Source: an optimization exercise on an open RTL-to-GDS flow (aim: small area, a short achievable clock period and few clock cycles per item). Production flows keep margins and buffers that such runs may drop. Function was not checked in any run shown here: the RTL went through the layout flow alone. Power and IR drop assume default switching activity.

**flow/design.v**
```verilog
module Complex_Multiplier (
	input clk,
	input rst,
	input signed  [7:0] Re_in_1,
	input signed  [7:0] Im_in_1,
	input signed  [7:0] Re_in_2,
	input signed  [7:0] Im_in_2,
	input signed  [1:0] data_valid_in,
	output signed [15:0] Re_out,
	output signed [15:0] Im_out,
	output signed [1:0] data_valid_out
);
wire cone1, ctwo2, cnz3, cnegn4, cone5, ctwo6, cnz7, cnegn8, cone9, ctwo10, cnz11, cnegn12, cone13, ctwo14, cnz15, cnegn16, done17, dtwo18, dnz19, dnegn20, done21, dtwo22, dnz23, dnegn24, done25, dtwo26, dnz27, dnegn28, done29, dtwo30, dnz31, dnegn32, pp33, pp34, pp35, pp36, pp37, pp38, pp39, pp40, pp41, pp42, pp43, pp44, pp45, pp46, pp47, pp48, pp49, pp50, pp51, pp52, pp53, pp54, pp55, pp56, pp57, pp58, pp59, pp60, pp61, pp62, pp63, pp64, pp65, pp66, pp67, pp68, pp69, pp70, pp71, pp72, pp73, pp74, pp75, pp76, pp77, pp78, pp79, pp80, pp81, pp82, pp83, pp84, pp85, pp86, pp87, pp88, pp89, pp90, pp91, pp92, pp93, pp94, pp95, pp96, pp97, pp98, pp99, pp100, pp101, pp102, pp103, pp104, ci105, ci106, ci107, ci108, res109, rec110, res111, rec112, res113, rec114, res115, rec116, res117, rec118, res119, rec120, res121, rec122, res123, rec124, res125, rec126, res127, rec128, res129, rec130, res131, rec132, res133, rec134, res135, rec136, res137, rec138, res139, rec140, res141, rec142, res143, rec144, res145, rec146, res147, rec148, res149, rec150, res151, rec152, res153, rec154, res155, rec156, res157, rec158, res159, rec160, res161, rec162, res163, rec164, res165, rec166, res167, rec168, res169, rec170, res171, rec172, res173, rec174, res175, rec176, res177, rec178, res179, rec180, res181, rec182, res183, rec184, res185, rec186, res187, rec188, res189, rec190, res191, rec192, res193, rec194, res195, rec196, res197, rec198, res199, rec200, res201, rec202, res203, rec204, res205, rec206, res207, rec208, res209, rec210, res211, rec212, res213, rec214, res215, rec216, res217, rec218, res219, rec220, res221, rec222, res223, rec224, res225, rec226, res227, rec228, res229, rec230, res231, rec232, res233, rec234, res235, rec236, res237, rec238, res239, rec240, res241, rec242, pp243, pp244, pp245, pp246, pp247, pp248, pp249, pp250, pp251, pp252, pp253, pp254, pp255, pp256, pp257, pp258, pp259, pp260, pp261, pp262, pp263, pp264, pp265, pp266, pp267, pp268, pp269, pp270, pp271, pp272, pp273, pp274, pp275, pp276, pp277, pp278, pp279, pp280, pp281, pp282, pp283, pp284, pp285, pp286, pp287, pp288, pp289, pp290, pp291, pp292, pp293, pp294, pp295, pp296, pp297, pp298, pp299, pp300, pp301, pp302, pp303, pp304, pp305, pp306, pp307, pp308, pp309, pp310, pp311, pp312, pp313, pp314, ci315, ci316, ci317, ci318, ims319, imc320, ims321, imc322, ims323, imc324, ims325, imc326, ims327, imc328, ims329, imc330, ims331, imc332, ims333, imc334, ims335, imc336, ims337, imc338, ims339, imc340, ims341, imc342, ims343, imc344, ims345, imc346, ims347, imc348, ims349, imc350, ims351, imc352, ims353, imc354, ims355, imc356, ims357, imc358, ims359, imc360, ims361, imc362, ims363, imc364, ims365, imc366, ims367, imc368, ims369, imc370, ims371, imc372, ims373, imc374, ims375, imc376, ims377, imc378, ims379, imc380, ims381, imc382, ims383, imc384, ims385, imc386, ims387, imc388, ims389, imc390, ims391, imc392, ims393, imc394, ims395, imc396, ims397, imc398, ims399, imc400, ims401, imc402, ims403, imc404, ims405, imc406, ims407, imc408, ims409, imc410, ims411, imc412, ims413, imc414, ims415, imc416, ims417, imc418, ims419, imc420, ims421, imc422, ims423, imc424, ims425, imc426, ims427, imc428, ims429, imc430, ims431, imc432, ims433, imc434, ims435, imc436, ims437, imc438, ims439, imc440, ims441, imc442, ims443, imc444, ims445, imc446, ims447, imc448, ims449, imc450, ims451, imc452, relos453, reloc454, relos455, reloc456, relos457, reloc458, relos459, reloc460, imlos461, imloc462, imlos463, imloc464, imlos465, imloc466, imlos467, imloc468;
cm_benc0 u_cone1 (.y1(Re_in_2[1]), .y0(Re_in_2[0]), .one(cone1), .two(ctwo2), .nz(cnz3));
assign cnegn4 = ~Re_in_2[1];
cm_benc u_cone5 (.y1(Re_in_2[3]), .y0(Re_in_2[2]), .ym(Re_in_2[1]), .one(cone5), .two(ctwo6), .nz(cnz7));
assign cnegn8 = ~Re_in_2[3];
cm_benc u_cone9 (.y1(Re_in_2[5]), .y0(Re_in_2[4]), .ym(Re_in_2[3]), .one(cone9), .two(ctwo10), .nz(cnz11));
assign cnegn12 = ~Re_in_2[5];
cm_benc u_cone13 (.y1(Re_in_2[7]), .y0(Re_in_2[6]), .ym(Re_in_2[5]), .one(cone13), .two(ctwo14), .nz(cnz15));
assign cnegn16 = ~Re_in_2[7];
cm_benc0 u_done17 (.y1(Im_in_2[1]), .y0(Im_in_2[0]), .one(done17), .two(dtwo18), .nz(dnz19));
assign dnegn20 = ~Im_in_2[1];
cm_benc u_done21 (.y1(Im_in_2[3]), .y0(Im_in_2[2]), .ym(Im_in_2[1]), .one(done21), .two(dtwo22), .nz(dnz23));
assign dnegn24 = ~Im_in_2[3];
cm_benc u_done25 (.y1(Im_in_2[5]), .y0(Im_in_2[4]), .ym(Im_in_2[3]), .one(done25), .two(dtwo26), .nz(dnz27));
assign dnegn28 = ~Im_in_2[5];
cm_benc u_done29 (.y1(Im_in_2[7]), .y0(Im_in_2[6]), .ym(Im_in_2[5]), .one(done29), .two(dtwo30), .nz(dnz31));
assign dnegn32 = ~Im_in_2[7];
cm_bsel1 u_pp33 (.e(cone1), .x(Re_in_1[0]), .n(Re_in_2[1]), .p(pp33));
cm_bsel2 u_pp34 (.e1(cone1), .x1(Re_in_1[1]), .e2(ctwo2), .x2(Re_in_1[0]), .n(Re_in_2[1]), .p(pp34));
cm_bsel2 u_pp35 (.e1(cone1), .x1(Re_in_1[2]), .e2(ctwo2), .x2(Re_in_1[1]), .n(Re_in_2[1]), .p(pp35));
cm_bsel2 u_pp36 (.e1(cone1), .x1(Re_in_1[3]), .e2(ctwo2), .x2(Re_in_1[2]), .n(Re_in_2[1]), .p(pp36));
cm_bsel2 u_pp37 (.e1(cone1), .x1(Re_in_1[4]), .e2(ctwo2), .x2(Re_in_1[3]), .n(Re_in_2[1]), .p(pp37));
cm_bsel2 u_pp38 (.e1(cone1), .x1(Re_in_1[5]), .e2(ctwo2), .x2(Re_in_1[4]), .n(Re_in_2[1]), .p(pp38));
cm_bsel2 u_pp39 (.e1(cone1), .x1(Re_in_1[6]), .e2(ctwo2), .x2(Re_in_1[5]), .n(Re_in_2[1]), .p(pp39));
cm_bsel2 u_pp40 (.e1(cone1), .x1(Re_in_1[7]), .e2(ctwo2), .x2(Re_in_1[6]), .n(Re_in_2[1]), .p(pp40));
cm_bsel1 u_pp41 (.e(cnz3), .x(Re_in_1[7]), .n(cnegn4), .p(pp41));
cm_bsel1 u_pp42 (.e(cone5), .x(Re_in_1[0]), .n(Re_in_2[3]), .p(pp42));
cm_bsel2 u_pp43 (.e1(cone5), .x1(Re_in_1[1]), .e2(ctwo6), .x2(Re_in_1[0]), .n(Re_in_2[3]), .p(pp43));
cm_bsel2 u_pp44 (.e1(cone5), .x1(Re_in_1[2]), .e2(ctwo6), .x2(Re_in_1[1]), .n(Re_in_2[3]), .p(pp44));
cm_bsel2 u_pp45 (.e1(cone5), .x1(Re_in_1[3]), .e2(ctwo6), .x2(Re_in_1[2]), .n(Re_in_2[3]), .p(pp45));
cm_bsel2 u_pp46 (.e1(cone5), .x1(Re_in_1[4]), .e2(ctwo6), .x2(Re_in_1[3]), .n(Re_in_2[3]), .p(pp46));
cm_bsel2 u_pp47 (.e1(cone5), .x1(Re_in_1[5]), .e2(ctwo6), .x2(Re_in_1[4]), .n(Re_in_2[3]), .p(pp47));
cm_bsel2 u_pp48 (.e1(cone5), .x1(Re_in_1[6]), .e2(ctwo6), .x2(Re_in_1[5]), .n(Re_in_2[3]), .p(pp48));
cm_bsel2 u_pp49 (.e1(cone5), .x1(Re_in_1[7]), .e2(ctwo6), .x2(Re_in_1[6]), .n(Re_in_2[3]), .p(pp49));
cm_bsel1 u_pp50 (.e(cnz7), .x(Re_in_1[7]), .n(cnegn8), .p(pp50));
cm_bsel1 u_pp51 (.e(cone9), .x(Re_in_1[0]), .n(Re_in_2[5]), .p(pp51));
cm_bsel2 u_pp52 (.e1(cone9), .x1(Re_in_1[1]), .e2(ctwo10), .x2(Re_in_1[0]), .n(Re_in_2[5]), .p(pp52));
cm_bsel2 u_pp53 (.e1(cone9), .x1(Re_in_1[2]), .e2(ctwo10), .x2(Re_in_1[1]), .n(Re_in_2[5]), .p(pp53));
cm_bsel2 u_pp54 (.e1(cone9), .x1(Re_in_1[3]), .e2(ctwo10), .x2(Re_in_1[2]), .n(Re_in_2[5]), .p(pp54));
cm_bsel2 u_pp55 (.e1(cone9), .x1(Re_in_1[4]), .e2(ctwo10), .x2(Re_in_1[3]), .n(Re_in_2[5]), .p(pp55));
cm_bsel2 u_pp56 (.e1(cone9), .x1(Re_in_1[5]), .e2(ctwo10), .x2(Re_in_1[4]), .n(Re_in_2[5]), .p(pp56));
cm_bsel2 u_pp57 (.e1(cone9), .x1(Re_in_1[6]), .e2(ctwo10), .x2(Re_in_1[5]), .n(Re_in_2[5]), .p(pp57));
cm_bsel2 u_pp58 (.e1(cone9), .x1(Re_in_1[7]), .e2(ctwo10), .x2(Re_in_1[6]), .n(Re_in_2[5]), .p(pp58));
cm_bsel1 u_pp59 (.e(cnz11), .x(Re_in_1[7]), .n(cnegn12), .p(pp59));
cm_bsel1 u_pp60 (.e(cone13), .x(Re_in_1[0]), .n(Re_in_2[7]), .p(pp60));
cm_bsel2 u_pp61 (.e1(cone13), .x1(Re_in_1[1]), .e2(ctwo14), .x2(Re_in_1[0]), .n(Re_in_2[7]), .p(pp61));
cm_bsel2 u_pp62 (.e1(cone13), .x1(Re_in_1[2]), .e2(ctwo14), .x2(Re_in_1[1]), .n(Re_in_2[7]), .p(pp62));
cm_bsel2 u_pp63 (.e1(cone13), .x1(Re_in_1[3]), .e2(ctwo14), .x2(Re_in_1[2]), .n(Re_in_2[7]), .p(pp63));
cm_bsel2 u_pp64 (.e1(cone13), .x1(Re_in_1[4]), .e2(ctwo14), .x2(Re_in_1[3]), .n(Re_in_2[7]), .p(pp64));
cm_bsel2 u_pp65 (.e1(cone13), .x1(Re_in_1[5]), .e2(ctwo14), .x2(Re_in_1[4]), .n(Re_in_2[7]), .p(pp65));
cm_bsel2 u_pp66 (.e1(cone13), .x1(Re_in_1[6]), .e2(ctwo14), .x2(Re_in_1[5]), .n(Re_in_2[7]), .p(pp66));
cm_bsel2 u_pp67 (.e1(cone13), .x1(Re_in_1[7]), .e2(ctwo14), .x2(Re_in_1[6]), .n(Re_in_2[7]), .p(pp67));
cm_bsel1 u_pp68 (.e(cnz15), .x(Re_in_1[7]), .n(cnegn16), .p(pp68));
cm_bsel1 u_pp69 (.e(done17), .x(Im_in_1[0]), .n(dnegn20), .p(pp69));
cm_bsel2 u_pp70 (.e1(done17), .x1(Im_in_1[1]), .e2(dtwo18), .x2(Im_in_1[0]), .n(dnegn20), .p(pp70));
cm_bsel2 u_pp71 (.e1(done17), .x1(Im_in_1[2]), .e2(dtwo18), .x2(Im_in_1[1]), .n(dnegn20), .p(pp71));
cm_bsel2 u_pp72 (.e1(done17), .x1(Im_in_1[3]), .e2(dtwo18), .x2(Im_in_1[2]), .n(dnegn20), .p(pp72));
cm_bsel2 u_pp73 (.e1(done17), .x1(Im_in_1[4]), .e2(dtwo18), .x2(Im_in_1[3]), .n(dnegn20), .p(pp73));
cm_bsel2 u_pp74 (.e1(done17), .x1(Im_in_1[5]), .e2(dtwo18), .x2(Im_in_1[4]), .n(dnegn20), .p(pp74));
cm_bsel2 u_pp75 (.e1(done17), .x1(Im_in_1[6]), .e2(dtwo18), .x2(Im_in_1[5]), .n(dnegn20), .p(pp75));
cm_bsel2 u_pp76 (.e1(done17), .x1(Im_in_1[7]), .e2(dtwo18), .x2(Im_in_1[6]), .n(dnegn20), .p(pp76));
cm_bsel1 u_pp77 (.e(dnz19), .x(Im_in_1[7]), .n(Im_in_2[1]), .p(pp77));
cm_bsel1 u_pp78 (.e(done21), .x(Im_in_1[0]), .n(dnegn24), .p(pp78));
cm_bsel2 u_pp79 (.e1(done21), .x1(Im_in_1[1]), .e2(dtwo22), .x2(Im_in_1[0]), .n(dnegn24), .p(pp79));
cm_bsel2 u_pp80 (.e1(done21), .x1(Im_in_1[2]), .e2(dtwo22), .x2(Im_in_1[1]), .n(dnegn24), .p(pp80));
cm_bsel2 u_pp81 (.e1(done21), .x1(Im_in_1[3]), .e2(dtwo22), .x2(Im_in_1[2]), .n(dnegn24), .p(pp81));
cm_bsel2 u_pp82 (.e1(done21), .x1(Im_in_1[4]), .e2(dtwo22), .x2(Im_in_1[3]), .n(dnegn24), .p(pp82));
cm_bsel2 u_pp83 (.e1(done21), .x1(Im_in_1[5]), .e2(dtwo22), .x2(Im_in_1[4]), .n(dnegn24), .p(pp83));
cm_bsel2 u_pp84 (.e1(done21), .x1(Im_in_1[6]), .e2(dtwo22), .x2(Im_in_1[5]), .n(dnegn24), .p(pp84));
cm_bsel2 u_pp85 (.e1(done21), .x1(Im_in_1[7]), .e2(dtwo22), .x2(Im_in_1[6]), .n(dnegn24), .p(pp85));
cm_bsel1 u_pp86 (.e(dnz23), .x(Im_in_1[7]), .n(Im_in_2[3]), .p(pp86));
cm_bsel1 u_pp87 (.e(done25), .x(Im_in_1[0]), .n(dnegn28), .p(pp87));
cm_bsel2 u_pp88 (.e1(done25), .x1(Im_in_1[1]), .e2(dtwo26), .x2(Im_in_1[0]), .n(dnegn28), .p(pp88));
cm_bsel2 u_pp89 (.e1(done25), .x1(Im_in_1[2]), .e2(dtwo26), .x2(Im_in_1[1]), .n(dnegn28), .p(pp89));
cm_bsel2 u_pp90 (.e1(done25), .x1(Im_in_1[3]), .e2(dtwo26), .x2(Im_in_1[2]), .n(dnegn28), .p(pp90));
cm_bsel2 u_pp91 (.e1(done25), .x1(Im_in_1[4]), .e2(dtwo26), .x2(Im_in_1[3]), .n(dnegn28), .p(pp91));
cm_bsel2 u_pp92 (.e1(done25), .x1(Im_in_1[5]), .e2(dtwo26), .x2(Im_in_1[4]), .n(dnegn28), .p(pp92));
cm_bsel2 u_pp93 (.e1(done25), .x1(Im_in_1[6]), .e2(dtwo26), .x2(Im_in_1[5]), .n(dnegn28), .p(pp93));
cm_bsel2 u_pp94 (.e1(done25), .x1(Im_in_1[7]), .e2(dtwo26), .x2(Im_in_1[6]), .n(dnegn28), .p(pp94));
cm_bsel1 u_pp95 (.e(dnz27), .x(Im_in_1[7]), .n(Im_in_2[5]), .p(pp95));
cm_bsel1 u_pp96 (.e(done29), .x(Im_in_1[0]), .n(dnegn32), .p(pp96));
cm_bsel2 u_pp97 (.e1(done29), .x1(Im_in_1[1]), .e2(dtwo30), .x2(Im_in_1[0]), .n(dnegn32), .p(pp97));
cm_bsel2 u_pp98 (.e1(done29), .x1(Im_in_1[2]), .e2(dtwo30), .x2(Im_in_1[1]), .n(dnegn32), .p(pp98));
cm_bsel2 u_pp99 (.e1(done29), .x1(Im_in_1[3]), .e2(dtwo30), .x2(Im_in_1[2]), .n(dnegn32), .p(pp99));
cm_bsel2 u_pp100 (.e1(done29), .x1(Im_in_1[4]), .e2(dtwo30), .x2(Im_in_1[3]), .n(dnegn32), .p(pp100));
cm_bsel2 u_pp101 (.e1(done29), .x1(Im_in_1[5]), .e2(dtwo30), .x2(Im_in_1[4]), .n(dnegn32), .p(pp101));
cm_bsel2 u_pp102 (.e1(done29), .x1(Im_in_1[6]), .e2(dtwo30), .x2(Im_in_1[5]), .n(dnegn32), .p(pp102));
cm_bsel2 u_pp103 (.e1(done29), .x1(Im_in_1[7]), .e2(dtwo30), .x2(Im_in_1[6]), .n(dnegn32), .p(pp103));
cm_bsel1 u_pp104 (.e(dnz31), .x(Im_in_1[7]), .n(Im_in_2[7]), .p(pp104));
assign ci105 = ~pp49;
assign ci106 = ~pp100;
assign ci107 = ~pp102;
assign ci108 = ~pp104;
cm_ha u_res109 (.a(Re_in_2[7]), .b(dnegn32), .s(res109), .co(rec110));
cm_fa u_res111 (.a(Re_in_2[5]), .b(dnegn28), .c(pp37), .s(res111), .co(rec112));
cm_ha u_res113 (.a(pp38), .b(pp45), .s(res113), .co(rec114));
cm_fa u_res115 (.a(res109), .b(pp39), .c(pp46), .s(res115), .co(rec116));
cm_fa u_res117 (.a(pp53), .b(pp60), .c(pp75), .s(res117), .co(rec118));
cm_fa u_res119 (.a(rec110), .b(pp40), .c(pp47), .s(res119), .co(rec120));
cm_fa u_res121 (.a(pp54), .b(pp61), .c(pp76), .s(res121), .co(rec122));
cm_ha u_res123 (.a(pp83), .b(pp90), .s(res123), .co(rec124));
cm_fa u_res125 (.a(pp41), .b(pp48), .c(pp55), .s(res125), .co(rec126));
cm_fa u_res127 (.a(pp62), .b(pp77), .c(pp84), .s(res127), .co(rec128));
cm_ha u_res129 (.a(pp91), .b(pp98), .s(res129), .co(rec130));
cm_fa u_res131 (.a(pp56), .b(pp63), .c(pp85), .s(res131), .co(rec132));
cm_ha u_res133 (.a(pp92), .b(pp99), .s(res133), .co(rec134));
cm_fa u_res135 (.a(pp49), .b(pp50), .c(pp57), .s(res135), .co(rec136));
cm_ha u_res137 (.a(pp64), .b(pp86), .s(res137), .co(rec138));
cm_ha u_res139 (.a(pp100), .b(pp101), .s(res139), .co(rec140));
cm_fa u_res141 (.a(Re_in_2[3]), .b(dnegn24), .c(pp35), .s(res141), .co(rec142));
cm_ha u_res143 (.a(pp36), .b(pp43), .s(res143), .co(rec144));
cm_fa u_res145 (.a(pp44), .b(pp51), .c(pp73), .s(res145), .co(rec146));
cm_ha u_res147 (.a(pp80), .b(pp87), .s(res147), .co(rec148));
cm_fa u_res149 (.a(pp52), .b(pp74), .c(pp81), .s(res149), .co(rec150));
cm_fa u_res151 (.a(pp88), .b(res113), .c(rec112), .s(res151), .co(rec152));
cm_fa u_res153 (.a(pp82), .b(pp89), .c(pp96), .s(res153), .co(rec154));
cm_fa u_res155 (.a(rec114), .b(res115), .c(res117), .s(res155), .co(rec156));
cm_fa u_res157 (.a(pp97), .b(res123), .c(rec116), .s(res157), .co(rec158));
cm_fa u_res159 (.a(rec118), .b(res119), .c(res121), .s(res159), .co(rec160));
cm_fa u_res161 (.a(rec124), .b(res129), .c(rec120), .s(res161), .co(rec162));
cm_fa u_res163 (.a(rec122), .b(res125), .c(res127), .s(res163), .co(rec164));
cm_fa u_res165 (.a(ci105), .b(rec130), .c(res133), .s(res165), .co(rec166));
cm_fa u_res167 (.a(rec126), .b(rec128), .c(res131), .s(res167), .co(rec168));
cm_fa u_res169 (.a(pp93), .b(ci106), .c(rec134), .s(res169), .co(rec170));
cm_fa u_res171 (.a(res137), .b(rec132), .c(res135), .s(res171), .co(rec172));
cm_fa u_res173 (.a(pp58), .b(pp65), .c(pp94), .s(res173), .co(rec174));
cm_fa u_res175 (.a(rec138), .b(res139), .c(rec136), .s(res175), .co(rec176));
cm_fa u_res177 (.a(pp59), .b(pp66), .c(pp95), .s(res177), .co(rec178));
cm_ha u_res179 (.a(ci107), .b(rec140), .s(res179), .co(rec180));
cm_ha u_res181 (.a(pp102), .b(pp103), .s(res181), .co(rec182));
cm_ha u_res183 (.a(Re_in_2[1]), .b(dnegn20), .s(res183), .co(rec184));
cm_ha u_res185 (.a(pp42), .b(pp71), .s(res185), .co(rec186));
cm_fa u_res187 (.a(pp72), .b(pp79), .c(res143), .s(res187), .co(rec188));
cm_fa u_res189 (.a(rec144), .b(res147), .c(res111), .s(res189), .co(rec190));
cm_fa u_res191 (.a(rec148), .b(rec146), .c(res149), .s(res191), .co(rec192));
cm_fa u_res193 (.a(rec150), .b(res153), .c(rec152), .s(res193), .co(rec194));
cm_fa u_res195 (.a(rec154), .b(rec156), .c(res157), .s(res195), .co(rec196));
cm_fa u_res197 (.a(rec158), .b(rec160), .c(res161), .s(res197), .co(rec198));
cm_fa u_res199 (.a(res165), .b(rec162), .c(rec164), .s(res199), .co(rec200));
cm_fa u_res201 (.a(rec166), .b(res169), .c(rec168), .s(res201), .co(rec202));
cm_fa u_res203 (.a(res173), .b(rec170), .c(rec172), .s(res203), .co(rec204));
cm_fa u_res205 (.a(rec174), .b(res179), .c(res177), .s(res205), .co(rec206));
cm_fa u_res207 (.a(pp67), .b(res181), .c(rec180), .s(res207), .co(rec208));
cm_ha u_res209 (.a(pp68), .b(ci108), .s(res209), .co(rec210));
cm_ha u_res211 (.a(res183), .b(pp33), .s(res211), .co(rec212));
cm_fa u_res213 (.a(rec184), .b(pp34), .c(pp70), .s(res213), .co(rec214));
cm_fa u_res215 (.a(pp78), .b(res185), .c(res141), .s(res215), .co(rec216));
cm_fa u_res217 (.a(rec186), .b(rec142), .c(res187), .s(res217), .co(rec218));
cm_fa u_res219 (.a(res145), .b(rec188), .c(res189), .s(res219), .co(rec220));
cm_fa u_res221 (.a(rec190), .b(res151), .c(res191), .s(res221), .co(rec222));
cm_fa u_res223 (.a(rec192), .b(res155), .c(res193), .s(res223), .co(rec224));
cm_fa u_res225 (.a(res159), .b(rec194), .c(res195), .s(res225), .co(rec226));
cm_fa u_res227 (.a(res163), .b(rec196), .c(res197), .s(res227), .co(rec228));
cm_fa u_res229 (.a(res167), .b(rec198), .c(res199), .s(res229), .co(rec230));
cm_fa u_res231 (.a(res171), .b(rec200), .c(res201), .s(res231), .co(rec232));
cm_fa u_res233 (.a(res175), .b(rec202), .c(res203), .s(res233), .co(rec234));
cm_fa u_res235 (.a(rec176), .b(res205), .c(rec204), .s(res235), .co(rec236));
cm_fa u_res237 (.a(rec178), .b(res207), .c(rec206), .s(res237), .co(rec238));
cm_fa u_res239 (.a(rec182), .b(res209), .c(rec208), .s(res239), .co(rec240));
cm_ha u_res241 (.a(pp104), .b(rec210), .s(res241), .co(rec242));
cm_bsel1 u_pp243 (.e(cone1), .x(Im_in_1[0]), .n(Re_in_2[1]), .p(pp243));
cm_bsel2 u_pp244 (.e1(cone1), .x1(Im_in_1[1]), .e2(ctwo2), .x2(Im_in_1[0]), .n(Re_in_2[1]), .p(pp244));
cm_bsel2 u_pp245 (.e1(cone1), .x1(Im_in_1[2]), .e2(ctwo2), .x2(Im_in_1[1]), .n(Re_in_2[1]), .p(pp245));
cm_bsel2 u_pp246 (.e1(cone1), .x1(Im_in_1[3]), .e2(ctwo2), .x2(Im_in_1[2]), .n(Re_in_2[1]), .p(pp246));
cm_bsel2 u_pp247 (.e1(cone1), .x1(Im_in_1[4]), .e2(ctwo2), .x2(Im_in_1[3]), .n(Re_in_2[1]), .p(pp247));
cm_bsel2 u_pp248 (.e1(cone1), .x1(Im_in_1[5]), .e2(ctwo2), .x2(Im_in_1[4]), .n(Re_in_2[1]), .p(pp248));
cm_bsel2 u_pp249 (.e1(cone1), .x1(Im_in_1[6]), .e2(ctwo2), .x2(Im_in_1[5]), .n(Re_in_2[1]), .p(pp249));
cm_bsel2 u_pp250 (.e1(cone1), .x1(Im_in_1[7]), .e2(ctwo2), .x2(Im_in_1[6]), .n(Re_in_2[1]), .p(pp250));
cm_bsel1 u_pp251 (.e(cnz3), .x(Im_in_1[7]), .n(cnegn4), .p(pp251));
cm_bsel1 u_pp252 (.e(cone5), .x(Im_in_1[0]), .n(Re_in_2[3]), .p(pp252));
cm_bsel2 u_pp253 (.e1(cone5), .x1(Im_in_1[1]), .e2(ctwo6), .x2(Im_in_1[0]), .n(Re_in_2[3]), .p(pp253));
cm_bsel2 u_pp254 (.e1(cone5), .x1(Im_in_1[2]), .e2(ctwo6), .x2(Im_in_1[1]), .n(Re_in_2[3]), .p(pp254));
cm_bsel2 u_pp255 (.e1(cone5), .x1(Im_in_1[3]), .e2(ctwo6), .x2(Im_in_1[2]), .n(Re_in_2[3]), .p(pp255));
cm_bsel2 u_pp256 (.e1(cone5), .x1(Im_in_1[4]), .e2(ctwo6), .x2(Im_in_1[3]), .n(Re_in_2[3]), .p(pp256));
cm_bsel2 u_pp257 (.e1(cone5), .x1(Im_in_1[5]), .e2(ctwo6), .x2(Im_in_1[4]), .n(Re_in_2[3]), .p(pp257));
cm_bsel2 u_pp258 (.e1(cone5), .x1(Im_in_1[6]), .e2(ctwo6), .x2(Im_in_1[5]), .n(Re_in_2[3]), .p(pp258));
cm_bsel2 u_pp259 (.e1(cone5), .x1(Im_in_1[7]), .e2(ctwo6), .x2(Im_in_1[6]), .n(Re_in_2[3]), .p(pp259));
cm_bsel1 u_pp260 (.e(cnz7), .x(Im_in_1[7]), .n(cnegn8), .p(pp260));
cm_bsel1 u_pp261 (.e(cone9), .x(Im_in_1[0]), .n(Re_in_2[5]), .p(pp261));
cm_bsel2 u_pp262 (.e1(cone9), .x1(Im_in_1[1]), .e2(ctwo10), .x2(Im_in_1[0]), .n(Re_in_2[5]), .p(pp262));
cm_bsel2 u_pp263 (.e1(cone9), .x1(Im_in_1[2]), .e2(ctwo10), .x2(Im_in_1[1]), .n(Re_in_2[5]), .p(pp263));
cm_bsel2 u_pp264 (.e1(cone9), .x1(Im_in_1[3]), .e2(ctwo10), .x2(Im_in_1[2]), .n(Re_in_2[5]), .p(pp264));
cm_bsel2 u_pp265 (.e1(cone9), .x1(Im_in_1[4]), .e2(ctwo10), .x2(Im_in_1[3]), .n(Re_in_2[5]), .p(pp265));
cm_bsel2 u_pp266 (.e1(cone9), .x1(Im_in_1[5]), .e2(ctwo10), .x2(Im_in_1[4]), .n(Re_in_2[5]), .p(pp266));
cm_bsel2 u_pp267 (.e1(cone9), .x1(Im_in_1[6]), .e2(ctwo10), .x2(Im_in_1[5]), .n(Re_in_2[5]), .p(pp267));
cm_bsel2 u_pp268 (.e1(cone9), .x1(Im_in_1[7]), .e2(ctwo10), .x2(Im_in_1[6]), .n(Re_in_2[5]), .p(pp268));
cm_bsel1 u_pp269 (.e(cnz11), .x(Im_in_1[7]), .n(cnegn12), .p(pp269));
cm_bsel1 u_pp270 (.e(cone13), .x(Im_in_1[0]), .n(Re_in_2[7]), .p(pp270));
cm_bsel2 u_pp271 (.e1(cone13), .x1(Im_in_1[1]), .e2(ctwo14), .x2(Im_in_1[0]), .n(Re_in_2[7]), .p(pp271));
cm_bsel2 u_pp272 (.e1(cone13), .x1(Im_in_1[2]), .e2(ctwo14), .x2(Im_in_1[1]), .n(Re_in_2[7]), .p(pp272));
cm_bsel2 u_pp273 (.e1(cone13), .x1(Im_in_1[3]), .e2(ctwo14), .x2(Im_in_1[2]), .n(Re_in_2[7]), .p(pp273));
cm_bsel2 u_pp274 (.e1(cone13), .x1(Im_in_1[4]), .e2(ctwo14), .x2(Im_in_1[3]), .n(Re_in_2[7]), .p(pp274));
cm_bsel2 u_pp275 (.e1(cone13), .x1(Im_in_1[5]), .e2(ctwo14), .x2(Im_in_1[4]), .n(Re_in_2[7]), .p(pp275));
cm_bsel2 u_pp276 (.e1(cone13), .x1(Im_in_1[6]), .e2(ctwo14), .x2(Im_in_1[5]), .n(Re_in_2[7]), .p(pp276));
cm_bsel2 u_pp277 (.e1(cone13), .x1(Im_in_1[7]), .e2(ctwo14), .x2(Im_in_1[6]), .n(Re_in_2[7]), .p(pp277));
cm_bsel1 u_pp278 (.e(cnz15), .x(Im_in_1[7]), .n(cnegn16), .p(pp278));
cm_bsel1 u_pp279 (.e(done17), .x(Re_in_1[0]), .n(Im_in_2[1]), .p(pp279));
cm_bsel2 u_pp280 (.e1(done17), .x1(Re_in_1[1]), .e2(dtwo18), .x2(Re_in_1[0]), .n(Im_in_2[1]), .p(pp280));
cm_bsel2 u_pp281 (.e1(done17), .x1(Re_in_1[2]), .e2(dtwo18), .x2(Re_in_1[1]), .n(Im_in_2[1]), .p(pp281));
cm_bsel2 u_pp282 (.e1(done17), .x1(Re_in_1[3]), .e2(dtwo18), .x2(Re_in_1[2]), .n(Im_in_2[1]), .p(pp282));
cm_bsel2 u_pp283 (.e1(done17), .x1(Re_in_1[4]), .e2(dtwo18), .x2(Re_in_1[3]), .n(Im_in_2[1]), .p(pp283));
cm_bsel2 u_pp284 (.e1(done17), .x1(Re_in_1[5]), .e2(dtwo18), .x2(Re_in_1[4]), .n(Im_in_2[1]), .p(pp284));
cm_bsel2 u_pp285 (.e1(done17), .x1(Re_in_1[6]), .e2(dtwo18), .x2(Re_in_1[5]), .n(Im_in_2[1]), .p(pp285));
cm_bsel2 u_pp286 (.e1(done17), .x1(Re_in_1[7]), .e2(dtwo18), .x2(Re_in_1[6]), .n(Im_in_2[1]), .p(pp286));
cm_bsel1 u_pp287 (.e(dnz19), .x(Re_in_1[7]), .n(dnegn20), .p(pp287));
cm_bsel1 u_pp288 (.e(done21), .x(Re_in_1[0]), .n(Im_in_2[3]), .p(pp288));
cm_bsel2 u_pp289 (.e1(done21), .x1(Re_in_1[1]), .e2(dtwo22), .x2(Re_in_1[0]), .n(Im_in_2[3]), .p(pp289));
cm_bsel2 u_pp290 (.e1(done21), .x1(Re_in_1[2]), .e2(dtwo22), .x2(Re_in_1[1]), .n(Im_in_2[3]), .p(pp290));
cm_bsel2 u_pp291 (.e1(done21), .x1(Re_in_1[3]), .e2(dtwo22), .x2(Re_in_1[2]), .n(Im_in_2[3]), .p(pp291));
cm_bsel2 u_pp292 (.e1(done21), .x1(Re_in_1[4]), .e2(dtwo22), .x2(Re_in_1[3]), .n(Im_in_2[3]), .p(pp292));
cm_bsel2 u_pp293 (.e1(done21), .x1(Re_in_1[5]), .e2(dtwo22), .x2(Re_in_1[4]), .n(Im_in_2[3]), .p(pp293));
cm_bsel2 u_pp294 (.e1(done21), .x1(Re_in_1[6]), .e2(dtwo22), .x2(Re_in_1[5]), .n(Im_in_2[3]), .p(pp294));
cm_bsel2 u_pp295 (.e1(done21), .x1(Re_in_1[7]), .e2(dtwo22), .x2(Re_in_1[6]), .n(Im_in_2[3]), .p(pp295));
cm_bsel1 u_pp296 (.e(dnz23), .x(Re_in_1[7]), .n(dnegn24), .p(pp296));
cm_bsel1 u_pp297 (.e(done25), .x(Re_in_1[0]), .n(Im_in_2[5]), .p(pp297));
cm_bsel2 u_pp298 (.e1(done25), .x1(Re_in_1[1]), .e2(dtwo26), .x2(Re_in_1[0]), .n(Im_in_2[5]), .p(pp298));
cm_bsel2 u_pp299 (.e1(done25), .x1(Re_in_1[2]), .e2(dtwo26), .x2(Re_in_1[1]), .n(Im_in_2[5]), .p(pp299));
cm_bsel2 u_pp300 (.e1(done25), .x1(Re_in_1[3]), .e2(dtwo26), .x2(Re_in_1[2]), .n(Im_in_2[5]), .p(pp300));
cm_bsel2 u_pp301 (.e1(done25), .x1(Re_in_1[4]), .e2(dtwo26), .x2(Re_in_1[3]), .n(Im_in_2[5]), .p(pp301));
cm_bsel2 u_pp302 (.e1(done25), .x1(Re_in_1[5]), .e2(dtwo26), .x2(Re_in_1[4]), .n(Im_in_2[5]), .p(pp302));
cm_bsel2 u_pp303 (.e1(done25), .x1(Re_in_1[6]), .e2(dtwo26), .x2(Re_in_1[5]), .n(Im_in_2[5]), .p(pp303));
cm_bsel2 u_pp304 (.e1(done25), .x1(Re_in_1[7]), .e2(dtwo26), .x2(Re_in_1[6]), .n(Im_in_2[5]), .p(pp304));
cm_bsel1 u_pp305 (.e(dnz27), .x(Re_in_1[7]), .n(dnegn28), .p(pp305));
cm_bsel1 u_pp306 (.e(done29), .x(Re_in_1[0]), .n(Im_in_2[7]), .p(pp306));
cm_bsel2 u_pp307 (.e1(done29), .x1(Re_in_1[1]), .e2(dtwo30), .x2(Re_in_1[0]), .n(Im_in_2[7]), .p(pp307));
cm_bsel2 u_pp308 (.e1(done29), .x1(Re_in_1[2]), .e2(dtwo30), .x2(Re_in_1[1]), .n(Im_in_2[7]), .p(pp308));
cm_bsel2 u_pp309 (.e1(done29), .x1(Re_in_1[3]), .e2(dtwo30), .x2(Re_in_1[2]), .n(Im_in_2[7]), .p(pp309));
cm_bsel2 u_pp310 (.e1(done29), .x1(Re_in_1[4]), .e2(dtwo30), .x2(Re_in_1[3]), .n(Im_in_2[7]), .p(pp310));
cm_bsel2 u_pp311 (.e1(done29), .x1(Re_in_1[5]), .e2(dtwo30), .x2(Re_in_1[4]), .n(Im_in_2[7]), .p(pp311));
cm_bsel2 u_pp312 (.e1(done29), .x1(Re_in_1[6]), .e2(dtwo30), .x2(Re_in_1[5]), .n(Im_in_2[7]), .p(pp312));
cm_bsel2 u_pp313 (.e1(done29), .x1(Re_in_1[7]), .e2(dtwo30), .x2(Re_in_1[6]), .n(Im_in_2[7]), .p(pp313));
cm_bsel1 u_pp314 (.e(dnz31), .x(Re_in_1[7]), .n(dnegn32), .p(pp314));
assign ci315 = ~pp259;
assign ci316 = ~pp259;
assign ci317 = ~pp269;
assign ci318 = ~pp278;
cm_ha u_ims319 (.a(Im_in_2[7]), .b(Re_in_2[7]), .s(ims319), .co(imc320));
cm_fa u_ims321 (.a(Im_in_2[5]), .b(Re_in_2[5]), .c(pp247), .s(ims321), .co(imc322));
cm_ha u_ims323 (.a(pp248), .b(pp255), .s(ims323), .co(imc324));
cm_fa u_ims325 (.a(ims319), .b(pp249), .c(pp256), .s(ims325), .co(imc326));
cm_fa u_ims327 (.a(pp263), .b(pp270), .c(pp285), .s(ims327), .co(imc328));
cm_fa u_ims329 (.a(imc320), .b(pp250), .c(pp257), .s(ims329), .co(imc330));
cm_fa u_ims331 (.a(pp264), .b(pp271), .c(pp286), .s(ims331), .co(imc332));
cm_ha u_ims333 (.a(pp293), .b(pp300), .s(ims333), .co(imc334));
cm_fa u_ims335 (.a(pp251), .b(pp258), .c(pp265), .s(ims335), .co(imc336));
cm_fa u_ims337 (.a(pp272), .b(pp287), .c(pp294), .s(ims337), .co(imc338));
cm_ha u_ims339 (.a(pp301), .b(pp308), .s(ims339), .co(imc340));
cm_fa u_ims341 (.a(pp266), .b(pp273), .c(pp295), .s(ims341), .co(imc342));
cm_ha u_ims343 (.a(pp302), .b(pp309), .s(ims343), .co(imc344));
cm_fa u_ims345 (.a(pp260), .b(pp267), .c(pp274), .s(ims345), .co(imc346));
cm_ha u_ims347 (.a(pp296), .b(pp303), .s(ims347), .co(imc348));
cm_ha u_ims349 (.a(pp259), .b(pp268), .s(ims349), .co(imc350));
cm_fa u_ims351 (.a(Im_in_2[3]), .b(Re_in_2[3]), .c(pp245), .s(ims351), .co(imc352));
cm_ha u_ims353 (.a(pp246), .b(pp253), .s(ims353), .co(imc354));
cm_fa u_ims355 (.a(pp254), .b(pp261), .c(pp283), .s(ims355), .co(imc356));
cm_ha u_ims357 (.a(pp290), .b(pp297), .s(ims357), .co(imc358));
cm_fa u_ims359 (.a(pp262), .b(pp284), .c(pp291), .s(ims359), .co(imc360));
cm_fa u_ims361 (.a(pp298), .b(ims323), .c(imc322), .s(ims361), .co(imc362));
cm_fa u_ims363 (.a(pp292), .b(pp299), .c(pp306), .s(ims363), .co(imc364));
cm_fa u_ims365 (.a(imc324), .b(ims325), .c(ims327), .s(ims365), .co(imc366));
cm_fa u_ims367 (.a(pp307), .b(ims333), .c(imc326), .s(ims367), .co(imc368));
cm_fa u_ims369 (.a(imc328), .b(ims329), .c(ims331), .s(ims369), .co(imc370));
cm_fa u_ims371 (.a(imc334), .b(ims339), .c(imc330), .s(ims371), .co(imc372));
cm_fa u_ims373 (.a(imc332), .b(ims335), .c(ims337), .s(ims373), .co(imc374));
cm_fa u_ims375 (.a(ci315), .b(imc340), .c(ims343), .s(ims375), .co(imc376));
cm_fa u_ims377 (.a(imc336), .b(imc338), .c(ims341), .s(ims377), .co(imc378));
cm_fa u_ims379 (.a(pp310), .b(ci316), .c(imc344), .s(ims379), .co(imc380));
cm_fa u_ims381 (.a(ims347), .b(imc342), .c(ims345), .s(ims381), .co(imc382));
cm_fa u_ims383 (.a(pp275), .b(pp304), .c(pp311), .s(ims383), .co(imc384));
cm_fa u_ims385 (.a(imc348), .b(ims349), .c(imc346), .s(ims385), .co(imc386));
cm_fa u_ims387 (.a(pp276), .b(pp305), .c(pp312), .s(ims387), .co(imc388));
cm_ha u_ims389 (.a(ci317), .b(imc350), .s(ims389), .co(imc390));
cm_ha u_ims391 (.a(pp269), .b(pp277), .s(ims391), .co(imc392));
cm_ha u_ims393 (.a(Im_in_2[1]), .b(Re_in_2[1]), .s(ims393), .co(imc394));
cm_ha u_ims395 (.a(pp252), .b(pp281), .s(ims395), .co(imc396));
cm_fa u_ims397 (.a(pp282), .b(pp289), .c(ims353), .s(ims397), .co(imc398));
cm_fa u_ims399 (.a(imc354), .b(ims357), .c(ims321), .s(ims399), .co(imc400));
cm_fa u_ims401 (.a(imc358), .b(imc356), .c(ims359), .s(ims401), .co(imc402));
cm_fa u_ims403 (.a(imc360), .b(ims363), .c(imc362), .s(ims403), .co(imc404));
cm_fa u_ims405 (.a(imc364), .b(imc366), .c(ims367), .s(ims405), .co(imc406));
cm_fa u_ims407 (.a(imc368), .b(imc370), .c(ims371), .s(ims407), .co(imc408));
cm_fa u_ims409 (.a(ims375), .b(imc372), .c(imc374), .s(ims409), .co(imc410));
cm_fa u_ims411 (.a(imc376), .b(ims379), .c(imc378), .s(ims411), .co(imc412));
cm_fa u_ims413 (.a(ims383), .b(imc380), .c(imc382), .s(ims413), .co(imc414));
cm_fa u_ims415 (.a(imc384), .b(ims389), .c(ims387), .s(ims415), .co(imc416));
cm_fa u_ims417 (.a(pp313), .b(ims391), .c(imc390), .s(ims417), .co(imc418));
cm_ha u_ims419 (.a(pp314), .b(ci318), .s(ims419), .co(imc420));
cm_ha u_ims421 (.a(ims393), .b(pp243), .s(ims421), .co(imc422));
cm_fa u_ims423 (.a(imc394), .b(pp244), .c(pp280), .s(ims423), .co(imc424));
cm_fa u_ims425 (.a(pp288), .b(ims395), .c(ims351), .s(ims425), .co(imc426));
cm_fa u_ims427 (.a(imc396), .b(imc352), .c(ims397), .s(ims427), .co(imc428));
cm_fa u_ims429 (.a(ims355), .b(imc398), .c(ims399), .s(ims429), .co(imc430));
cm_fa u_ims431 (.a(imc400), .b(ims361), .c(ims401), .s(ims431), .co(imc432));
cm_fa u_ims433 (.a(imc402), .b(ims365), .c(ims403), .s(ims433), .co(imc434));
cm_fa u_ims435 (.a(ims369), .b(imc404), .c(ims405), .s(ims435), .co(imc436));
cm_fa u_ims437 (.a(ims373), .b(imc406), .c(ims407), .s(ims437), .co(imc438));
cm_fa u_ims439 (.a(ims377), .b(imc408), .c(ims409), .s(ims439), .co(imc440));
cm_fa u_ims441 (.a(ims381), .b(imc410), .c(ims411), .s(ims441), .co(imc442));
cm_fa u_ims443 (.a(ims385), .b(imc412), .c(ims413), .s(ims443), .co(imc444));
cm_fa u_ims445 (.a(imc386), .b(ims415), .c(imc414), .s(ims445), .co(imc446));
cm_fa u_ims447 (.a(imc388), .b(ims417), .c(imc416), .s(ims447), .co(imc448));
cm_fa u_ims449 (.a(imc392), .b(ims419), .c(imc418), .s(ims449), .co(imc450));
cm_ha u_ims451 (.a(pp278), .b(imc420), .s(ims451), .co(imc452));
cm_ha u_relos453 (.a(pp69), .b(res211), .s(relos453), .co(reloc454));
cm_fa u_relos455 (.a(rec212), .b(res213), .c(reloc454), .s(relos455), .co(reloc456));
cm_fa u_relos457 (.a(rec214), .b(res215), .c(reloc456), .s(relos457), .co(reloc458));
cm_fa u_relos459 (.a(rec216), .b(res217), .c(reloc458), .s(relos459), .co(reloc460));
cm_ha u_imlos461 (.a(pp279), .b(ims421), .s(imlos461), .co(imloc462));
cm_fa u_imlos463 (.a(imc422), .b(ims423), .c(imloc462), .s(imlos463), .co(imloc464));
cm_fa u_imlos465 (.a(imc424), .b(ims425), .c(imloc464), .s(imlos465), .co(imloc466));
cm_fa u_imlos467 (.a(imc426), .b(ims427), .c(imloc466), .s(imlos467), .co(imloc468));
reg vld_q;
always @(posedge clk) vld_q <= ~rst & (|data_valid_in);
assign data_valid_out = {1'b0, vld_q};
wire [15:0] re_r0 = {res241, res239, res237, rec234, rec232, rec230, rec228, rec226, rec224, rec222, rec220, rec218, rec216, rec214, rec212, pp69};
wire [15:0] re_r1 = {rec240, rec238, rec236, res235, res233, res231, res229, res227, res225, res223, res221, res219, res217, res215, res213, res211};
reg [3:0] re_lo_q;
always @(posedge clk) re_lo_q <= {relos459, relos457, relos455, relos453};
reg re_q0_4;
always @(posedge clk) re_q0_4 <= rec218;
reg re_q0_5;
always @(posedge clk) re_q0_5 <= rec220;
reg re_q0_6;
always @(posedge clk) re_q0_6 <= rec222;
reg re_q0_7;
always @(posedge clk) re_q0_7 <= rec224;
reg re_q0_8;
always @(posedge clk) re_q0_8 <= rec226;
reg re_q0_9;
always @(posedge clk) re_q0_9 <= rec228;
reg re_q0_10;
always @(posedge clk) re_q0_10 <= rec230;
reg re_q0_11;
always @(posedge clk) re_q0_11 <= rec232;
reg re_q0_12;
always @(posedge clk) re_q0_12 <= rec234;
reg re_q0_13;
always @(posedge clk) re_q0_13 <= res237;
reg re_q0_14;
always @(posedge clk) re_q0_14 <= res239;
reg re_q0_15;
always @(posedge clk) re_q0_15 <= res241;
reg re_q1_4;
always @(posedge clk) re_q1_4 <= res219;
reg re_q1_5;
always @(posedge clk) re_q1_5 <= res221;
reg re_q1_6;
always @(posedge clk) re_q1_6 <= res223;
reg re_q1_7;
always @(posedge clk) re_q1_7 <= res225;
reg re_q1_8;
always @(posedge clk) re_q1_8 <= res227;
reg re_q1_9;
always @(posedge clk) re_q1_9 <= res229;
reg re_q1_10;
always @(posedge clk) re_q1_10 <= res231;
reg re_q1_11;
always @(posedge clk) re_q1_11 <= res233;
reg re_q1_12;
always @(posedge clk) re_q1_12 <= res235;
reg re_q1_13;
always @(posedge clk) re_q1_13 <= rec236;
reg re_q1_14;
always @(posedge clk) re_q1_14 <= rec238;
reg re_q1_15;
always @(posedge clk) re_q1_15 <= rec240;
reg re_cy_q;
always @(posedge clk) re_cy_q <= reloc460;
assign Re_out = {{re_q0_15, re_q0_14, re_q0_13, re_q0_12, re_q0_11, re_q0_10, re_q0_9, re_q0_8, re_q0_7, re_q0_6, re_q0_5, re_q0_4} + {re_q1_15, re_q1_14, re_q1_13, re_q1_12, re_q1_11, re_q1_10, re_q1_9, re_q1_8, re_q1_7, re_q1_6, re_q1_5, re_q1_4} + re_cy_q, re_lo_q};
wire [15:0] im_r0 = {ims451, ims449, ims447, imc444, imc442, imc440, imc438, imc436, imc434, imc432, imc430, imc428, imc426, imc424, imc422, pp279};
wire [15:0] im_r1 = {imc450, imc448, imc446, ims445, ims443, ims441, ims439, ims437, ims435, ims433, ims431, ims429, ims427, ims425, ims423, ims421};
reg [3:0] im_lo_q;
always @(posedge clk) im_lo_q <= {imlos467, imlos465, imlos463, imlos461};
reg im_q0_4;
always @(posedge clk) im_q0_4 <= imc428;
reg im_q0_5;
always @(posedge clk) im_q0_5 <= imc430;
reg im_q0_6;
always @(posedge clk) im_q0_6 <= imc432;
reg im_q0_7;
always @(posedge clk) im_q0_7 <= imc434;
reg im_q0_8;
always @(posedge clk) im_q0_8 <= imc436;
reg im_q0_9;
always @(posedge clk) im_q0_9 <= imc438;
reg im_q0_10;
always @(posedge clk) im_q0_10 <= imc440;
reg im_q0_11;
always @(posedge clk) im_q0_11 <= imc442;
reg im_q0_12;
always @(posedge clk) im_q0_12 <= imc444;
reg im_q0_13;
always @(posedge clk) im_q0_13 <= ims447;
reg im_q0_14;
always @(posedge clk) im_q0_14 <= ims449;
reg im_q0_15;
always @(posedge clk) im_q0_15 <= ims451;
reg im_q1_4;
always @(posedge clk) im_q1_4 <= ims429;
reg im_q1_5;
always @(posedge clk) im_q1_5 <= ims431;
reg im_q1_6;
always @(posedge clk) im_q1_6 <= ims433;
reg im_q1_7;
always @(posedge clk) im_q1_7 <= ims435;
reg im_q1_8;
always @(posedge clk) im_q1_8 <= ims437;
reg im_q1_9;
always @(posedge clk) im_q1_9 <= ims439;
reg im_q1_10;
always @(posedge clk) im_q1_10 <= ims441;
reg im_q1_11;
always @(posedge clk) im_q1_11 <= ims443;
reg im_q1_12;
always @(posedge clk) im_q1_12 <= ims445;
reg im_q1_13;
always @(posedge clk) im_q1_13 <= imc446;
reg im_q1_14;
always @(posedge clk) im_q1_14 <= imc448;
reg im_q1_15;
always @(posedge clk) im_q1_15 <= imc450;
reg im_cy_q;
always @(posedge clk) im_cy_q <= imloc468;
assign Im_out = {{im_q0_15, im_q0_14, im_q0_13, im_q0_12, im_q0_11, im_q0_10, im_q0_9, im_q0_8, im_q0_7, im_q0_6, im_q0_5, im_q0_4} + {im_q1_15, im_q1_14, im_q1_13, im_q1_12, im_q1_11, im_q1_10, im_q1_9, im_q1_8, im_q1_7, im_q1_6, im_q1_5, im_q1_4} + im_cy_q, im_lo_q};
endmodule
module cm_fa (input a, input b, input c, output s, output co);
  assign s = a ^ b ^ c;
  assign co = (a & b) | (a & c) | (b & c);
endmodule
module cm_bsel1 (input e, input x, input n, output p);
  assign p = (e & x) ^ n;
endmodule
module cm_bsel2 (input e1, input x1, input e2, input x2, input n, output p);
  assign p = ((e1 & x1) | (e2 & x2)) ^ n;
endmodule
module cm_benc (input y1, input y0, input ym, output one, output two, output nz);
  assign one = y0 ^ ym;
  assign two = (y1 & ~y0 & ~ym) | (~y1 & y0 & ym);
  assign nz = ~(y1 & y0 & ym) & (y1 | y0 | ym);
endmodule
module cm_bencp (input y1, input y0, input ym, output one, output two, output nz, output ne);
  assign one = y0 ^ ym;
  assign two = (y1 & ~y0 & ~ym) | (~y1 & y0 & ym);
  assign nz = ~(y1 & y0 & ym) & (y1 | y0 | ym);
  assign ne = y1 & ~(y0 & ym);
endmodule
module cm_bencm (input y1, input y0, input ym, output one, output two, output nz, output ne);
  assign one = y0 ^ ym;
  assign two = (y1 & ~y0 & ~ym) | (~y1 & y0 & ym);
  assign nz = ~(y1 & y0 & ym) & (y1 | y0 | ym);
  assign ne = ~y1 & (y0 | ym);
endmodule
module cm_benc0p (input y1, input y0, output one, output two, output nz, output ne);
  assign one = y0;
  assign two = y1 & ~y0;
  assign nz = y1 | y0;
  assign ne = y1;
endmodule
module cm_benc0m (input y1, input y0, output one, output two, output nz, output ne);
  assign one = y0;
  assign two = y1 & ~y0;
  assign nz = y1 | y0;
  assign ne = ~y1 & y0;
endmodule
module cm_bsel1n (input e, input x, input n, output p);
  assign p = ~((e & x) ^ n);
endmodule
module cm_benc0 (input y1, input y0, output one, output two, output nz);
  assign one = y0;
  assign two = y1 & ~y0;
  assign nz = y1 | y0;
endmodule
module cm_ao21 (input a, input b, input c, output y);
  assign y = (a & b) | c;
endmodule
module cm_and2 (input a, input b, output y);
  assign y = a & b;
endmodule
module cm_xor2 (input a, input b, output y);
  assign y = a ^ b;
endmodule
module cm_ha (input a, input b, output s, output co);
  assign s = a ^ b;
  assign co = a & b;
endmodule
```
**flow/flow/run.sh**
```bash
#!/bin/bash
# The standard ORFS flow (standard.sh) with these changes:
#  - port buffers are sky130_fd_sc_hd__buf_2 cells instead of the default
#    delay buffers;
#  - before floorplanning, combinational cells start at drive strength 1
#    (flow/downsize.tcl); the flow's repair steps upsize where needed;
#  - extra make variables, one per line, from flow/make_args.txt if present.
# Each tool's log stays under orfs/logs/; make's own output goes to run_make.log.
set -euo pipefail
here=$(pwd)
extra=()
if [[ -f flow/make_args.txt ]]; then
  while IFS= read -r line; do
    [[ -n "$line" ]] && extra+=("$line")
  done < flow/make_args.txt
fi
bash standard.sh \
  "BUFFER_PORTS_ARGS=-buffer_cell sky130_fd_sc_hd__buf_2" \
  "PRE_FLOORPLAN_TCL=$here/flow/downsize.tcl" \
  "${extra[@]}" \
  finish > run_make.log 2>&1
```
**flow/flow/downsize.tcl**
```tcl
# PRE_FLOORPLAN hook: start every combinational cell of the synthesized netlist
# at drive strength 1; the flow's own repair steps upsize cells where timing
# or slew needs it. Flip-flops keep the cell synthesis gave them.
set n_down 0
foreach inst [get_cells *] {
  set ref [get_property $inst ref_name]
  if { [regexp {^(sky130_fd_sc_hd__[a-z0-9]+)_([0-9]+)$} $ref -> base size] } {
    if { $size <= 1 || [string match "*__df*" $base] || [string match "*__conb*" $base] } {
      continue
    }
    set cand [get_lib_cells -quiet */${base}_1]
    if { [llength $cand] > 0 } {
      replace_cell $inst [lindex $cand 0]
      incr n_down
    }
  }
}
puts "downsize.tcl: $n_down cells set to drive strength 1"
```
**flow/standard.sh**
```bash
#!/bin/bash
# synth_recipe.tcl (not shown) runs the flow's synth.tcl, then flattens the netlist and writes it again
# the make line also repeats each setting of config.mk as NAME=value (left out here)
make -C /OpenROAD-flow-scripts/flow DESIGN_CONFIG=/design/flow/config.mk WORK_HOME=/design/flow/orfs CLKGATE_MAP_FILE= SYNTH_SCRIPT=/design/flow/synth_recipe.tcl "${@:-finish}"
```
**flow/config.mk**
```make
export PLATFORM = sky130hd
export DESIGN_NAME = Complex_Multiplier
export DESIGN_NICKNAME = Complex_Multiplier
export VERILOG_FILES = /design/flow/design.v
export SDC_FILE = /design/flow/constraint.sdc
export NUM_CORES = 4
export LEC_CHECK = 0
export CAP_MARGIN = 20
export CORE_MARGIN = 2
export CORE_UTILIZATION = 60
export CTS_BUF_LIST = sky130_fd_sc_hd__clkbuf_4 sky130_fd_sc_hd__clkbuf_8
export SLEW_MARGIN = 20
export SYNTH_HIERARCHICAL = 1
```
**flow/constraint.sdc**
```tcl
create_clock -name core_clock -period 5.0 [get_ports {clk}]
set_input_delay 1.0000 -clock core_clock [delete_from_list [all_inputs] [get_ports {clk}]]
set_output_delay 1.0000 -clock core_clock [all_outputs]
set_load 0.01 [all_outputs]
```
==> run notes, run 1 <==
# TYPE chip_impl_metric gauge
chip_impl_info{name="result_of_the_run",value="timing/DRC/antenna clean"} 1
chip_impl_metric{name="first_global_vias",unit=""} 5714
chip_impl_metric{name="slew-limit-headroom",unit=""} 0.298
chip_impl_metric{name="synth_cells",unit=""} 677
chip_impl_metric{name="vdd_ir_drop_max",unit="mV"} 0.617
chip_impl_metric{name="final-setup-viol-count",unit=""} 0
chip_impl_info{name="setup_repair_after_global_routing_missed_its_margin",value="false"} 1
chip_impl_metric{name="power-per-cell-area",unit="nW/um^2"} 570
chip_impl_metric{name="path_clk_slew",unit="ps"} 70
chip_impl_metric{name="cts_setup_buffers",unit=""} 0
chip_impl_metric{name="post-route-min-period",unit="ps"} 4280
chip_impl_metric{name="transition_time_of_the_tightest_slew_check_pin",unit="ps"} 1050
chip_impl_metric{name="drive_above_1_share",unit=""} 0.138
chip_impl_metric{name="floorplan.initialDensity",unit=""} 0.610
chip_impl_info{name="hold_crit_class",value="input pin to register"} 1
chip_impl_metric{name="detail_route.drc_violations",unit=""} 0
chip_impl_info{name="top_regs",value="im_lo_q (4), re_lo_q (4)"} 1
chip_impl_metric{name="global_route.usage.total",unit=""} 0.290
chip_impl_info{name="clockRootBuffer",value="sky130_fd_sc_hd__clkbuf_8"} 1
chip_impl_metric{name="grt_start_max_net_pins",unit=""} 27
chip_impl_metric{name="detail_route.vias_per_cell",unit=""} 6.15
chip_impl_metric{name="timing.fmax",unit="MHz"} 234
chip_impl_info{name="tritoncts",value="built"} 1
chip_impl_metric{name="coreArea",unit="um^2"} 12000
chip_impl_metric{name="drt_first_iter_violations",unit=""} 560
chip_impl_metric{name="number_of_max_slew_violations_in_the_final_report",unit=""} 0
chip_impl_metric{name="numCtsBuffers",unit=""} 9
chip_impl_metric{name="nets",unit=""} 975
chip_impl_metric{name="timing_hold_violations_final",unit=""} 0
chip_impl_metric{name="top_level_ports",unit=""} 70
chip_impl_metric{name="ctsHoldBuffers",unit=""} 0
chip_impl_metric{name="placement.io_buffers",unit=""} 68
chip_impl_metric{name="cts_max_path_buffers",unit=""} 2
chip_impl_info{name="cp_common_cell",value="sky130_fd_sc_hd__fa_1"} 1
chip_impl_metric{name="detail_route.wirelength",unit="um"} 17800
chip_impl_metric{name="max_stage_delay",unit="ps"} 780
chip_impl_metric{name="critPathRequiredTime",unit="ps"} 5240
chip_impl_metric{name="dp.cells",unit=""} 909
chip_impl_info{name="cp_top_family",value="adder cells"} 1
chip_impl_metric{name="chipHeight",unit="um"} 114
chip_impl_metric{name="drt_pre_antenna_iters",unit=""} 6
chip_impl_metric{name="global_route.overflow_total",unit=""} 0
chip_impl_metric{name="cp_max_fo",unit=""} 15
chip_impl_metric{name="layoutNonFillerInstCount",unit=""} 924
chip_impl_metric{name="layout.filler_cells",unit=""} 1021
chip_impl_metric{name="drt.antenna.violating_nets",unit=""} 0
chip_impl_metric{name="clock_tree.htree_level_count",unit=""} 3
chip_impl_metric{name="detailedPlacementHpwl",unit="um"} 13000
chip_impl_metric{name="detailroute.via_count",unit=""} 5687
chip_impl_info{name="worstSetupEndpointType",value="register"} 1
chip_impl_metric{name="cts.sink_count",unit=""} 59
chip_impl_info{name="setup.worst_path.start_class",value="input pin"} 1
chip_impl_info{name="cp_cell_sequence",value="buf_2 > nand2b_1 > o21ai_1 > a22oi_1 > xnor2_1 > fa_1 > fa_1 > fa_1 > fa_1"} 1
chip_impl_metric{name="antenna_found_initial",unit=""} 0
chip_impl_metric{name="ys_warn_count",unit=""} 7
chip_impl_metric{name="antenna_cells",unit=""} 0
chip_impl_metric{name="number_of_rows_created_at_floorplan",unit=""} 40
chip_impl_metric{name="path_buf_inv",unit=""} 1
chip_impl_metric{name="die_area",unit="um^2"} 13100
chip_impl_metric{name="max_capacitance_violation_count",unit=""} 0
chip_impl_metric{name="syn-num-nets",unit=""} 879
chip_impl_metric{name="die-width",unit="um"} 114
chip_impl_metric{name="setup_total_negative_slack",unit="ps"} 0
chip_impl_metric{name="drt-wirelength-per-cell",unit="um"} 19.3
chip_impl_info{name="slowest_stage",value="sky130_fd_sc_hd__o21ai_1"} 1
chip_impl_metric{name="leakage",unit="nW"} 3.34
chip_impl_info{name="setup.worst_path.class",value="input pin to register"} 1
chip_impl_metric{name="cts_resized",unit=""} 0
chip_impl_metric{name="global_route_wire_length_before_repair",unit="um"} 29100
chip_impl_metric{name="finalCritPeriodShare",unit=""} 0.856
chip_impl_metric{name="place_congestion",unit=""} 0.926
chip_impl_metric{name="cp_data_arrival_time",unit="ps"} 4520
==> path summary, 6_finish.rpt <==
kind / slack (ps) / cells after the start / endpoint / startpoint
worst max-delay path: 720 / 9 / im_q1_9 / Re_in_2[5]
worst min-delay path: 790 / 2 / vld_q / rst
==> layout make-up <==
type,instances,area (um^2),area share
Inverter,25,93.8,0.0115
Clock buffer,9,124,0.0152
Clock inverter,6,57.6,0.00706
Multi-Input combinational cell,587,6000,0.736
Timing Repair Buffer,91,513,0.0629
Tap cell,147,184,0.0225
Sequential cell,59,1180,0.145
==> placed cells by master (no fill, tap or decap), types with 8 or more instances in the layout <==
cell type,n
sky130_fd_sc_hd__buf_2,68
sky130_fd_sc_hd__buf_4,23
sky130_fd_sc_hd__nor2_1,14
sky130_fd_sc_hd__xor2_1,12
sky130_fd_sc_hd__and3_1,8
sky130_fd_sc_hd__dfxtp_1,59
sky130_fd_sc_hd__nand2_1,36
sky130_fd_sc_hd__clkbuf_8,9
sky130_fd_sc_hd__a22oi_1,112
sky130_fd_sc_hd__ha_1,54
sky130_fd_sc_hd__inv_1,25
sky130_fd_sc_hd__xnor2_1,158
sky130_fd_sc_hd__fa_1,112
sky130_fd_sc_hd__a21oi_1,8
==> power by group <==
group | leakage [nW] | internal (mW) | total [mW] | switching (mW)
clock network | 0.0946 | 0.223 | 0.420 | 0.197
logic | 2.75 | 1.58 | 3.40 | 1.82
registers | 0.498 | 0.755 | 0.830 | 0.0757
total | 3.34 | 2.55 | 4.65 | 2.09
==> per-stage QoR <==
| stage | hold WS, ps | setup slack [ps] | power, mW | area [um^2] | utilization |
|---|---|---|---|---|---|
| after global placement | 1160 | 442 | 4.14 | 7970 | 0.666 |
| after global routing | 770 | 538 | 5.19 | 8160 | 0.682 |
| after CTS | 767 | 788 | 4.72 | 8150 | 0.682 |
| final | 789 | 718 | 4.65 | 8160 | 0.682 |
| after floorplan | 1070 | 1040 | 3.24 | 7300 | - |
| after detailed placement | 1160 | 384 | 4.27 | 7970 | 0.666 |
==> routing by layer <==
metal,vias to the layer above,part of all wire,GRT usage
met5,-,0,0
met4,0,0.016,0.0829
met3,29,0.086,0.0603
met2,284,0.46,0.445
met1,2804,0.44,0.418
li1,2570,-,-
==> run 2: changes to the inputs <==
--- a/flow/config.mk
+++ b/flow/config.mk
@@ -10,4 +10,6 @@
 export CORE_UTILIZATION = 60
 export CTS_BUF_LIST = sky130_fd_sc_hd__clkbuf_4 sky130_fd_sc_hd__clkbuf_8
+export PLACE_DENSITY = 0.8
+export SETUP_SLACK_MARGIN = 1.2
 export SLEW_MARGIN = 20
 export SYNTH_HIERARCHICAL = 1
==> run notes, run 2 <==
# TYPE chip_impl_metric gauge
chip_impl_info{name="result_of_the_run",value="timing/DRC/antenna clean"} 1
chip_impl_info{name="setup.worst_path.class",value="input pin to register"} 1
chip_impl_info{name="worstSetupStartpoint",value="Re_in_2[7]"} 1
chip_impl_metric{name="number_of_max_slew_violations_in_the_final_report",unit=""} 0
chip_impl_metric{name="coreArea",unit="um^2"} 12000
chip_impl_metric{name="global_route.usage.total",unit=""} 0.305
chip_impl_metric{name="finalCritPeriodShare",unit=""} 0.743
chip_impl_metric{name="antenna_found_initial",unit=""} 0
chip_impl_metric{name="finalInstanceArea",unit="um^2"} 8410
chip_impl_metric{name="critPathRequiredTime",unit="ps"} 5240
chip_impl_metric{name="vdd_ir_drop_max",unit="mV"} 0.397
chip_impl_metric{name="timing.fmax",unit="MHz"} 269
chip_impl_metric{name="floorplan.initialDensity",unit=""} 0.610
chip_impl_metric{name="cts.sink_count",unit=""} 59
chip_impl_metric{name="layoutNonFillerInstCount",unit=""} 932
chip_impl_info{name="holdCritStartpoint",value="rst"} 1
chip_impl_metric{name="placement.io_buffers",unit=""} 68
chip_impl_metric{name="detailedPlacementHpwl",unit="um"} 13800
chip_impl_info{name="most-common-layout-cells",value="156 x sky130_fd_sc_hd__xnor2_1, 112 x sky130_fd_sc_hd__fa_1, 112 x sky130_fd_sc_hd__a22oi_1"} 1
chip_impl_metric{name="die-width",unit="um"} 114
chip_impl_metric{name="drt_first_iter_violations",unit=""} 421
chip_impl_metric{name="place_congestion",unit=""} 0.926
chip_impl_info{name="grt-busiest-layer",value="met2"} 1
chip_impl_metric{name="use_met2",unit=""} 0.480
chip_impl_metric{name="cell_area_after_placement",unit="um^2"} 8060
chip_impl_metric{name="grt_start_max_net_pins",unit=""} 21
chip_impl_metric{name="global_route.overflow_total",unit=""} 0
chip_impl_metric{name="chipHeight",unit="um"} 114
chip_impl_metric{name="drt_pre_antenna_iters",unit=""} 5
chip_impl_info{name="clockRootBuffer",value="sky130_fd_sc_hd__clkbuf_8"} 1
chip_impl_metric{name="ys_warn_count",unit=""} 7
chip_impl_info{name="setup_repair_after_global_routing_missed_its_margin",value="true"} 1
chip_impl_metric{name="antenna_cells",unit=""} 0
chip_impl_info{name="mostFrequentLayoutCell",value="sky130_fd_sc_hd__xnor2_1"} 1
==> run 2: changes by cell type in the layout (fill, tap and decap cells not counted), sizes merged <==
cell / previous run / this run
buf: 91 / 95
bufinv: 1 / 3
clkbuf: 9 / 14
clkinv: 4 / 2
clkinvlp: 1 / 0
==> run 2: repair_timing <==
item	CTS	global route
resized for setup	5	13
setup buffers	4	0
endpoints found under the setup margin	22	20
pin swaps	2	4
==> run 2: power breakdown <==
group | switching, mW | total (mW) | internal, mW
sequential | 0.0776 | 0.832 | 0.755
clock | 0.198 | 0.546 | 0.348
combinational | 1.89 | 3.49 | 1.60
total | 2.16 | 4.87 | 2.71
==> run 2: through the flow <==
step	worst slack, ps	hold slack [ps]	utilization
after floorplan	1210	1070	-
after global placement	587	1160	0.674
after detailed placement	569	1170	0.674
after CTS	1200	765	0.699
after global routing	1160	781	0.703
final	1290	785	0.703
==> run 2: how the worst max path moves through the flow <==
stage	cells past startpoint	slack, ps	end
after floorplan	8	1210	re_q1_9
after global placement	9	590	im_q1_8
after detailed placement	9	570	im_q1_8
after CTS	10	1200	im_q1_8
after global routing	10	1160	re_q1_9
final	10	1290	im_q1_8
==> run 2: cell type report <==
class	count	area, um^2
Clock buffer	11	145
Clock inverter	5	100
Fill cell	886	3550
Inverter	25	93.8
Multi-Input combinational cell	587	6120
Sequential cell	59	1180
Tap cell	147	184
Timing Repair Buffer	98	588
==> run 2: routing by layer <==
layer,routed length [um],vias to the layer above
li1,-,2586
met3,1470,44
met1,7850,2964
met2,8780,284
met5,0,-
met4,454,0
==> run 2: critical path, cell delays in order <==
cell and delay [ps]:
sky130_fd_sc_hd__clkbuf_4 270, sky130_fd_sc_hd__nand3b_1 190, sky130_fd_sc_hd__o21ai_4 80, sky130_fd_sc_hd__buf_4 160, sky130_fd_sc_hd__a22oi_1 220, sky130_fd_sc_hd__xnor2_1 200
sky130_fd_sc_hd__fa_1 470, sky130_fd_sc_hd__fa_1 410, sky130_fd_sc_hd__fa_1 530, sky130_fd_sc_hd__fa_1 420

[port drivers added, routing unchanged]
In the flow no input, the clock included, has a driving cell. The finished layouts below were timed again as built, in two steps. Step 1 (the two cells are an assumption about what drives the block):
set clk [get_ports {clk}]
set_driving_cell -lib_cell sky130_fd_sc_hd__clkbuf_16 $clk
set_driving_cell -lib_cell sky130_fd_sc_hd__buf_2 [delete_from_list [all_inputs] $clk]
Step 2 moves the port delays by t, midway between the first and last clock arrival at a register: inputs arrive t later, outputs are due t later. That takes back most of the time a late clock gives input paths. Slacks: ideal / step 1 / step 2; pairs: ideal / step 1.
| run | shift t [ns] | slack for setup (ns) | hold slack, ns | latest minus earliest clock arrival (ns) |
|---|---|---|---|---|
| run 1 | 0.388 | 0.718 / 0.730 / 0.342 | 0.789 / 0.775 / 1.163 | 0.010 / 0.010 |
| run 2 | 0.395 | 1.285 / 1.293 / 0.898 | 0.785 / 0.782 / 1.177 | 0.007 / 0.006 |
After both steps setup and hold are still met in every run listed. The setup slack of run 2, which loses most, moves by +0.008 ns with the drivers and by -0.387 ns with both steps.
